From an optimization exercise on the open Yosys and OpenROAD flow, aimed at small area; shortcuts taken in it are not production practice. In this exercise RTL edits were held to simulation tests only and were not proved equivalent to the original. Power is estimated from default activity; no workload was simulated.

==> flow/design.v (excerpt) <==
module lights(
    input clk,
    input rst,
    input rx,
    output tx,
    output [2*12-1:0] leds
    );
Settings: LEC_CHECK=0, CAP_MARGIN=20, CORE_MARGIN=2, CORE_UTILIZATION=70, SLEW_MARGIN=20; clock period 10.0 ns.
standard.sh (not shown) runs the stock make flow with config.mk's settings and CLKGATE_MAP_FILE= SYNTH_SCRIPT=/design/flow/synth_recipe.tcl, a recipe that flattens the netlist after the stock synthesis.
==> flow/flow/run.sh <==
#!/bin/bash
# The standard layout (standard.sh) with two changes:
#  - synthesis maps the logic with an area-oriented ABC script (flow/area.abc)
#    in place of ORFS's speed script; the standard flow's synthesis script is otherwise
#    used as is (same flip-flop mapping and register names);
#  - clock tree synthesis uses clkbuf_8 leaf clusters of at most 18 sinks and
#    no dummy loads.
# The make output goes to flow.log; ORFS keeps each step's log in orfs/logs.
set -euo pipefail
here=$(pwd)
cat > "$here/area_synth.tcl" <<TCL
proc abc {args} {
    set i [lsearch -exact \$args -script]
    if {\$i >= 0} { lset args [expr {\$i + 1}] $here/flow/area.abc }
    yosys abc {*}\$args
}
source $here/synth_recipe.tcl
TCL
sed "s#SYNTH_SCRIPT=[^ ]*#SYNTH_SCRIPT=$here/area_synth.tcl#" standard.sh > area_standard.sh
export CTS_ARGS="-sink_clustering_enable -repair_clock_nets -dont_use_dummy_load -buf_list {sky130_fd_sc_hd__clkbuf_4 sky130_fd_sc_hd__clkbuf_8} -sink_clustering_size 12 -sink_clustering_max_diameter 40"
export BUFFER_PORTS_ARGS="-buffer_cell sky130_fd_sc_hd__buf_1"
bash area_standard.sh > flow.log 2>&1
==> flow/flow/area.abc <==
strash
&get -n
&deepsyn -T 60
&put
dc2
strash
dch -f
map -a
mfs2
strash
dc2
strash
dch -f
map -a
mfs2
strash
dc2
dch -f
map -a
topo
The starting point finished with timing, DRC and antenna clean.
Then changed:
==> flow/flow/run.sh (replaced) <==
#!/bin/bash
# The standard layout (standard.sh) with three changes:
#  - synthesis maps the logic with an area-oriented ABC script (flow/area.abc)
#    in place of ORFS's speed script; the standard flow's synthesis script is otherwise
#    used as is (same flip-flop mapping and register names);
#  - ports are buffered with buf_1 (BUFFER_PORTS_ARGS);
#  - clock tree synthesis uses clkbuf_8 leaf clusters of at most 18 sinks
#    within 60 um and no dummy loads.
# The make output goes to flow.log; ORFS keeps each step's log in orfs/logs.
set -euo pipefail
here=$(pwd)
cat > "$here/area_synth.tcl" <<TCL
proc abc {args} {
    set i [lsearch -exact \$args -script]
    if {\$i >= 0} { lset args [expr {\$i + 1}] $here/flow/area.abc }
    yosys abc {*}\$args
}
source $here/synth_recipe.tcl
TCL
sed "s#SYNTH_SCRIPT=[^ ]*#SYNTH_SCRIPT=$here/area_synth.tcl#" standard.sh > area_standard.sh
export CTS_ARGS="-sink_clustering_enable -repair_clock_nets -dont_use_dummy_load -buf_list sky130_fd_sc_hd__clkbuf_8 -sink_clustering_size 18 -sink_clustering_max_diameter 60"
export BUFFER_PORTS_ARGS="-buffer_cell sky130_fd_sc_hd__buf_1"
bash area_standard.sh > flow.log 2>&1
Power fell by a few percent.
Non-clock buffer count does not change.
Core utilization fell by 1.4 points.
Cell area fell slightly.
Die area does not change.
Setup slack gains 0.12 ns.
Then changed:
==> flow/flow/run.sh (replaced) <==
#!/bin/bash
# The standard layout (standard.sh) with two changes:
#  - synthesis maps the logic with an area-oriented ABC script (flow/area.abc)
#    in place of ORFS's speed script; the standard flow's synthesis script is otherwise
#    used as is (same flip-flop mapping and register names);
#  - clock tree synthesis uses clkbuf_8 leaf clusters of at most 18 sinks and
#    no dummy loads.
# The make output goes to flow.log; ORFS keeps each step's log in orfs/logs.
set -euo pipefail
here=$(pwd)
cat > "$here/area_synth.tcl" <<TCL
proc abc {args} {
    set i [lsearch -exact \$args -script]
    if {\$i >= 0} { lset args [expr {\$i + 1}] $here/flow/area.abc }
    yosys abc {*}\$args
}
source $here/synth_recipe.tcl
TCL
sed "s#SYNTH_SCRIPT=[^ ]*#SYNTH_SCRIPT=$here/area_synth.tcl#" standard.sh > area_standard.sh
export CTS_ARGS="-sink_clustering_enable -repair_clock_nets -dont_use_dummy_load -buf_list sky130_fd_sc_hd__clkbuf_8 -sink_clustering_size 20 -sink_clustering_max_diameter 45"
bash area_standard.sh > flow.log 2>&1
==> flow/flow/area.abc (replaced) <==
strash
dch -f
map -a
mfs2
strash
dch -f
map -a
mfs2
strash
dch -f
map -a
topo
What happened:
- The changed run passed the timing, design-rule and antenna checks
- global-route usage grows by 0.98 points
- combinational power climbs by about a fifth
- total power rises by a few percent

[re-timing with driven ports]
No port has a modelled driver above. Below, the same layouts with a new extraction and two added sets of constraints.
Step 1: set_driving_cell puts a clkbuf_16 on clk and a buf_2 on each other input, an assumption about the parent block.
Step 2 moves the port delays by t, midway between the first and last clock arrival at a register: inputs arrive t later, outputs are due t later. That takes back most of the time a late clock gives input paths.
Slacks: ideal / step 1 / step 2; pairs: ideal / step 1.
run	shift t [ns]	setup slack, ns	worst hold slack (ns)
the first run	0.826	1.939 / 1.880 / 2.706	0.282 / 0.282 / 0.282
the second run	0.780	2.060 / 2.003 / 2.783	0.290 / 0.290 / 0.290
the third run	0.790	2.091 / 2.032 / 2.822	0.277 / 0.277 / 0.277
After both steps every run listed still meets setup and hold.
